This is an optimization exercise on Yosys and OpenROAD, whose aim is small area, not a production implementation. In this exercise RTL edits were held to simulation tests only and were not proved equivalent to the original. Power and IR drop assume default switching activity. No driver is modelled on the clock port, so clocking that relies on it looks cheaper here than on a real chip.

==> wip/nickel: inputs <==
## LiTE_DTU_160MHz_v2_0
module LiTE_DTU_160MHz_v2_0 (
			     CLK,
			     RST_b,
			     CALIBRATION_BUSY_1,
			     CALIBRATION_BUSY_10,
			     TEST_ENABLE,
			     GAIN_SEL_MODE,
			     fallback,
			     DATA12_g01,
			     DATA12_g10,
			     SATURATION_value,
			     BSL_VAL_g01,
			     BSL_VAL_g10,
			     losing_data,
			     DATA32_ATU_0,
			     DATA32_ATU_1,
			     DATA32_ATU_2,
			     DATA32_ATU_3,
			     Orbit,
			     shift_gain_10,
			     flush_b,
			     synch,
			     synch_pattern,
			     DATA32_0,
			     DATA32_1,
			     DATA32_2,
			     DATA32_3,
			     handshake);
make LEC_CHECK=0 ABC_AREA=1 CAP_MARGIN=20 CORE_MARGIN=2 CORE_UTILIZATION=40 PLACE_DENSITY=0.6 SLEW_MARGIN=20 finish   # period 6.25 ns
run.sh (not shown) runs the stock make flow with config.mk's settings and CLKGATE_MAP_FILE= SYNTH_SCRIPT=/design/flow/synth_recipe.tcl, a recipe that flattens the netlist after the stock synthesis.
==> wip/pepper (differences from wip/nickel) <==
Settings changed: ABC_AREA 1 to unset.
==> qor summary <==
metric	wip/pepper	wip/nickel
Status	finished clean	finished clean
CP max FO	18	16
Power Internal	13.19 mW	13.24 mW
Global-route track usage on met2	30.94%	32.72%
Global Route met3 Usage	4.276%	3.522%
Number of clock-tree buffers in the layout	162	176
Tapcell Cnt	1391	1414
Post-route worst hold slack	282.1 ps	302.5 ps
Worst Path Arrival	4950 ps	4940 ps
Wire length of the first global-routing pass	152000 um	176900 um
Data required time at the worst endpoint	6820 ps	6840 ps
Area of the core	105300 um^2	108700 um^2
Worst slew margin relative to its limit	21.17%	24.96%
Switching share of power	21.27%	21.34%
Met2 routed wirelength	48840 um	54600 um
Clock share of power	43.7%	44.1%
Multi-input comb cells	1502	2319
Count of non-filler cells in the finished layout	4809	5822
Power consumed by the clock network	7.32 mW	7.43 mW
Final weighted congestion of routability-driven global placement	0.8612	0.8835
Met3 wire len	7880 um	8025 um
Setup skew after layout	62.99 ps	45.72 ps
Total Nets Final	3590	4582

* * *

==> inputs of trial 76 <==
Another version of the RTL of LiTE_DTU_160MHz_v2_0 (not shown whole).
clock: 6.25 ns
lec_check: 0
cap_margin: 20
core_margin: 2
core_utilization: 40
place_density: 0.6
slew_margin: 20
standard.sh (not shown) runs the stock make flow with config.mk's settings and CLKGATE_MAP_FILE= SYNTH_SCRIPT=/design/flow/synth_recipe.tcl, a recipe that flattens the netlist after the stock synthesis.
==> flow/flow/run.sh <==
#!/bin/bash
set -euo pipefail
CTS="-sink_clustering_enable -repair_clock_nets -sink_clustering_size 32 -sink_clustering_max_diameter 80 -root_buf sky130_fd_sc_hd__clkbuf_16 -buf_list sky130_fd_sc_hd__clkbuf_16 -sink_clustering_buffer sky130_fd_sc_hd__clkbuf_16 -dont_use_dummy_load"
bash standard.sh "BUFFER_PORTS_ARGS=-buffer_cell sky130_fd_sc_hd__buf_1" "CTS_ARGS=$CTS" finish > standard_flow.log 2>&1
==> trial 87: changes against trial 76 <==
==> flow/flow/run.sh (replaced) <==
#!/bin/bash
# The standard layout, with three changes to how the layout is made:
#  1. after the standard synthesis, its combinational logic is mapped again
#     for area (ABC deepsyn + area mapping); every register keeps its name,
#     its cell type and its connections, and the netlist is checked for that
#  2. port buffers use the smallest buffer cell (buf_1)
#  3. clock tree: clkbuf_16 buffers, sink clusters of up to 32, no dummy loads
# Each tool writes its full output to a log file in this folder.
set -euo pipefail
WORK=$(pwd)
FLOWDIR=$WORK/flow
R=$WORK/orfs/results/$FLOW_PLATFORM/LiTE_DTU_160MHz_v2_0/base
LIB=$FLOW_HOME/platforms/$FLOW_PLATFORM/lib/sky130_fd_sc_hd__tt_025C_1v80.lib
YOSYS=$(command -v yosys || true)
[[ -x "$YOSYS" ]] || YOSYS=$FLOW_HOME/../tools/install/yosys/bin/yosys

CTS="-sink_clustering_enable -repair_clock_nets -sink_clustering_size 32 -sink_clustering_max_diameter 80 -root_buf sky130_fd_sc_hd__clkbuf_16 -buf_list sky130_fd_sc_hd__clkbuf_16 -sink_clustering_buffer sky130_fd_sc_hd__clkbuf_16 -dont_use_dummy_load"
ARGS=("BUFFER_PORTS_ARGS=-buffer_cell sky130_fd_sc_hd__buf_1" "CTS_ARGS=$CTS")

# 1. standard synthesis
bash standard.sh "${ARGS[@]}" synth > standard_synth.log 2>&1
cp "$R/1_2_yosys.v" "$WORK/netlist_standard.v"

# 2. re-map the combinational logic
remap() {
  local seq
  seq=$(grep -oE "sky130_fd_sc_hd__[a-z0-9_]*df[a-z0-9_]*" netlist_standard.v | sort -u | tr '\n' ' ')
  [[ "$seq" == "sky130_fd_sc_hd__dfxtp_1 sky130_fd_sc_hd__edfxtp_1 " ]] || { echo "unexpected register cells: $seq"; return 1; }
  sed -E 's/\bsky130_fd_sc_hd__(e?dfxtp_1) /KEEP__\1 /' netlist_standard.v > netlist_keep.v
  local du
  du=$(grep -o -- "-dont_use [^ ]*" "$WORK/orfs/logs/$FLOW_PLATFORM/LiTE_DTU_160MHz_v2_0/base/1_2_yosys.log" | sort -u | tr '\n' ' ')
  [[ -n "$du" ]] || { echo "no dont_use list"; return 1; }
  # the re-mapping, on the cells' library functions
  cat > remap.ys <<EOY
read_liberty -wb -ignore_miss_func $LIB
read_verilog -lib $FLOWDIR/keep_cells.v
read_verilog netlist_keep.v
hierarchy -check -top $FLOW_TOP
flatten -wb
opt -purge
techmap
opt -fast
abc -liberty $LIB $du -script $FLOWDIR/area.abc
opt_clean -purge
write_verilog -noattr -nohex -nodec netlist_abc_keep.v
EOY
  "$YOSYS" -s remap.ys > remap_yosys.log 2>&1 || { echo "yosys remap failed"; return 1; }
  # the finishing steps of the standard synthesis, on the library cells
  cat > finish.ys <<EOY
read_liberty -lib $LIB
read_verilog -lib $FLOWDIR/keep_cells.v
read_verilog netlist_abc_keep.v
hierarchy -check -top $FLOW_TOP
splitnets
opt_clean -purge
hilomap -singleton -hicell sky130_fd_sc_hd__conb_1 HI -locell sky130_fd_sc_hd__conb_1 LO
insbuf -buf sky130_fd_sc_hd__buf_4 A X
opt_clean -purge
check -assert
stat -liberty $LIB
write_verilog -noattr -nohex -nodec netlist_remap_keep.v
EOY
  "$YOSYS" -s finish.ys > finish_yosys.log 2>&1 || { echo "yosys finish failed"; return 1; }
  sed -E 's/\bKEEP__(e?dfxtp_1) /sky130_fd_sc_hd__\1 /' netlist_remap_keep.v > netlist_remap.v
  # the registers must be the same: names, cell types and count
  grep -E "^\s*sky130_fd_sc_hd__e?dfxtp_1 " netlist_standard.v | awk '{print $1, $2}' | sort > regs_standard.txt
  grep -E "^\s*sky130_fd_sc_hd__e?dfxtp_1 " netlist_remap.v | awk '{print $1, $2}' | sort > regs_remap.txt
  cmp -s regs_standard.txt regs_remap.txt || { echo "registers differ"; return 1; }
  [[ $(wc -l < regs_standard.txt) -gt 0 ]] || { echo "no registers found"; return 1; }
  ! grep -q "KEEP__" netlist_remap.v || { echo "stand-in left"; return 1; }
  return 0
}
if remap > remap.log 2>&1; then
  cp netlist_remap.v "$R/1_2_yosys.v"
  rm -f "$R/1_synth.odb" "$R/1_synth.sdc"
  echo "remapped netlist in use" >> remap.log
else
  echo "remap failed; standard netlist kept" >> remap.log
fi

# 3. the rest of the standard flow
bash standard.sh "${ARGS[@]}" finish > standard_finish.log 2>&1
==> flow/flow/area.abc (new file) <==
&get -n
&st
&deepsyn -T 120
&dch -f
&nf -a -R 1000
&put
==> flow/flow/keep_cells.v (new file) <==
// Stand-ins for the registers while the combinational logic is re-mapped:
// they are left untouched and renamed back to their library cells afterwards.
(* blackbox *)
module KEEP__dfxtp_1(input CLK, input D, output Q);
endmodule
(* blackbox *)
module KEEP__edfxtp_1(input CLK, input D, input DE, output Q);
endmodule
Settings changed: GPL_TIMING_DRIVEN from default to 0.
==> trial 73: changes against trial 76 <==
==> flow/flow/run.sh (replaced) <==
#!/bin/bash
set -euo pipefail
CTS="-sink_clustering_enable -repair_clock_nets -sink_clustering_size 20 -sink_clustering_max_diameter 50 -buf_list sky130_fd_sc_hd__clkbuf_8 -dont_use_dummy_load"
bash standard.sh "BUFFER_PORTS_ARGS=-buffer_cell sky130_fd_sc_hd__buf_1" "CTS_ARGS=$CTS" finish > standard_flow.log 2>&1
==> build 9: changes against trial 76 <==
==> flow/flow/run.sh (replaced) <==
#!/bin/bash
# The standard layout, with three changes to how the layout is made:
#  1. after the standard synthesis, its combinational logic is mapped again
#     for area (ABC deepsyn + area mapping); every register keeps its name,
#     its cell type and its connections, and the netlist is checked for that
#  2. port buffers use the smallest buffer cell (buf_1)
#  3. clock tree: clkbuf_16 buffers, sink clusters of up to 32, no dummy loads
# Each tool writes its full output to a log file in this folder.
set -euo pipefail
WORK=$(pwd)
FLOWDIR=$WORK/flow
R=$WORK/orfs/results/$FLOW_PLATFORM/LiTE_DTU_160MHz_v2_0/base
LIB=$FLOW_HOME/platforms/$FLOW_PLATFORM/lib/sky130_fd_sc_hd__tt_025C_1v80.lib
YOSYS=$(command -v yosys || true)
[[ -x "$YOSYS" ]] || YOSYS=$FLOW_HOME/../tools/install/yosys/bin/yosys

CTS="-sink_clustering_enable -repair_clock_nets -sink_clustering_size 32 -sink_clustering_max_diameter 80 -root_buf sky130_fd_sc_hd__clkbuf_16 -buf_list sky130_fd_sc_hd__clkbuf_16 -sink_clustering_buffer sky130_fd_sc_hd__clkbuf_16 -dont_use_dummy_load"
ARGS=("BUFFER_PORTS_ARGS=-buffer_cell sky130_fd_sc_hd__buf_1" "CTS_ARGS=$CTS")

# 1. standard synthesis
bash standard.sh "${ARGS[@]}" synth > standard_synth.log 2>&1
cp "$R/1_2_yosys.v" "$WORK/netlist_standard.v"

# 2. re-map the combinational logic
remap() {
  local seq
  seq=$(grep -oE "sky130_fd_sc_hd__[a-z0-9_]*df[a-z0-9_]*" netlist_standard.v | sort -u | tr '\n' ' ')
  [[ "$seq" == "sky130_fd_sc_hd__dfxtp_1 sky130_fd_sc_hd__edfxtp_1 " ]] || { echo "unexpected register cells: $seq"; return 1; }
  sed -E 's/\bsky130_fd_sc_hd__(e?dfxtp_1) /KEEP__\1 /' netlist_standard.v > netlist_keep.v
  local du
  du=$(grep -o -- "-dont_use [^ ]*" "$WORK/orfs/logs/$FLOW_PLATFORM/LiTE_DTU_160MHz_v2_0/base/1_2_yosys.log" | sort -u | tr '\n' ' ')
  [[ -n "$du" ]] || { echo "no dont_use list"; return 1; }
  # the re-mapping, on the cells' library functions
  cat > remap.ys <<EOY
read_liberty -wb -ignore_miss_func $LIB
read_verilog -lib $FLOWDIR/keep_cells.v
read_verilog netlist_keep.v
hierarchy -check -top $FLOW_TOP
flatten -wb
opt -purge
techmap
opt -fast
abc -liberty $LIB $du -script $FLOWDIR/area.abc
opt_clean -purge
write_verilog -noattr -nohex -nodec netlist_abc_keep.v
EOY
  "$YOSYS" -s remap.ys > remap_yosys.log 2>&1 || { echo "yosys remap failed"; return 1; }
  # the finishing steps of the standard synthesis, on the library cells
  cat > finish.ys <<EOY
read_liberty -lib $LIB
read_verilog -lib $FLOWDIR/keep_cells.v
read_verilog netlist_abc_keep.v
hierarchy -check -top $FLOW_TOP
splitnets
opt_clean -purge
hilomap -singleton -hicell sky130_fd_sc_hd__conb_1 HI -locell sky130_fd_sc_hd__conb_1 LO
insbuf -buf sky130_fd_sc_hd__buf_4 A X
opt_clean -purge
check -assert
stat -liberty $LIB
write_verilog -noattr -nohex -nodec netlist_remap_keep.v
EOY
  "$YOSYS" -s finish.ys > finish_yosys.log 2>&1 || { echo "yosys finish failed"; return 1; }
  sed -E 's/\bKEEP__(e?dfxtp_1) /sky130_fd_sc_hd__\1 /' netlist_remap_keep.v > netlist_remap.v
  # the registers must be the same: names, cell types and count
  grep -E "^\s*sky130_fd_sc_hd__e?dfxtp_1 " netlist_standard.v | awk '{print $1, $2}' | sort > regs_standard.txt
  grep -E "^\s*sky130_fd_sc_hd__e?dfxtp_1 " netlist_remap.v | awk '{print $1, $2}' | sort > regs_remap.txt
  cmp -s regs_standard.txt regs_remap.txt || { echo "registers differ"; return 1; }
  [[ $(wc -l < regs_standard.txt) -gt 0 ]] || { echo "no registers found"; return 1; }
  ! grep -q "KEEP__" netlist_remap.v || { echo "stand-in left"; return 1; }
  return 0
}
if remap > remap.log 2>&1; then
  cp netlist_remap.v "$R/1_2_yosys.v"
  rm -f "$R/1_synth.odb" "$R/1_synth.sdc"
  echo "remapped netlist in use" >> remap.log
else
  echo "remap failed; standard netlist kept" >> remap.log
fi

# 3. the rest of the standard flow
bash standard.sh "${ARGS[@]}" finish > standard_finish.log 2>&1
==> flow/flow/area.abc (new file) <==
&get -n
&st
&deepsyn -T 120
&dch -f
&nf -a -R 1000
&put
==> flow/flow/keep_cells.v (new file) <==
// Stand-ins for the registers while the combinational logic is re-mapped:
// they are left untouched and renamed back to their library cells afterwards.
(* blackbox *)
module KEEP__dfxtp_1(input CLK, input D, output Q);
endmodule
(* blackbox *)
module KEEP__edfxtp_1(input CLK, input D, input DE, output Q);
endmodule
==> qor summary <==
| item | trial 73 | trial 87 | trial 76 | build 9 |
|---|---|---|---|---|
| Run status | complete, no violations | complete, no violations | complete, no violations | complete, no violations |
| Compound-gate portion of the synthesized area | 5.965% | - | 5.965% | - |
| Total nets after synthesis | 3146 | 2970 | 3146 | 2970 |
| Maximum achievable frequency | 231.4 MHz | 185.4 MHz | 229.8 MHz | 221.6 MHz |
| CP max stage delay | 0.73 ns | 0.95 ns | 0.73 ns | 0.91 ns |
| Critical path fanouts, max | 16 | 19 | 16 | 19 |
| Routability cong. | 0.8929 | 0.8971 | 0.8929 | 0.9164 |
| Starting utilization of the core area | 40.35% | 40.39% | 40.35% | 40.39% |
| Reg2reg path depth | 9 | 12 | 9 | 15 |
| Main flop type after synthesis | sky130_fd_sc_hd__dfxtp_1 | - | sky130_fd_sc_hd__dfxtp_1 | - |
| Flops & latches, synth | 1138 | - | 1138 | - |
| Slowest CP cell | sky130_fd_sc_hd__a2111oi_0 | sky130_fd_sc_hd__dfxtp_1 | sky130_fd_sc_hd__a2111oi_0 | sky130_fd_sc_hd__dfxtp_1 |
| Insertion delay of the later-clocked pin in the worst-skew pair | 0.78 ns | 0.63 ns | 0.68 ns | 0.65 ns |
| Highest metal layer used by the detailed router | met5 | met4 | met5 | met4 |
| Count of unique library cells instantiated by Yosys | 76 | - | 76 | - |

==> re-timing with driven ports <==
No port has a modelled driver above. Below, the same layouts with a new extraction and two added sets of constraints. Step 1, drivers: a clkbuf_16 drives CLK and a buf_2 each remaining input, both assumed. Step 2 also shifts input and output timing later by t, the mid clock arrival at the registers, as if the neighbouring blocks saw the same clock. Three values: ideal, step 1, step 2; two values: the first two.
run | t (ns) | slack for setup (ns) | hold WS [ns] | worst setup path at the end | cell pins on the clock port's net
wip/nickel | 0.782 | 1.899 / 1.934 / 1.152 | 0.302 / 0.302 / 0.302 | input to register | 1
wip/pepper | 0.768 | 1.871 / 1.916 / 1.148 | 0.282 / 0.282 / 0.282 | input to register | 1
trial 76 | 0.699 | 1.899 / 1.909 / 1.210 | 0.282 / 0.282 / 0.282 | input to register | 1
trial 87 | 0.651 | 0.856 / 0.856 / 0.856 | 0.255 / 0.255 / 0.255 | register to register | 1
trial 73 | 0.779 | 1.928 / 1.937 / 1.158 | 0.231 / 0.231 / 0.231 | input to register | 1
build 9 | 0.676 | 1.737 / 1.737 / 1.612 | 0.307 / 0.307 / 0.307 | input to register | 1
After both steps setup and hold are still met in every run listed. For trial 73, which loses most, drivers alone change the setup slack by +0.009 ns; drivers and shift together by -0.770 ns.
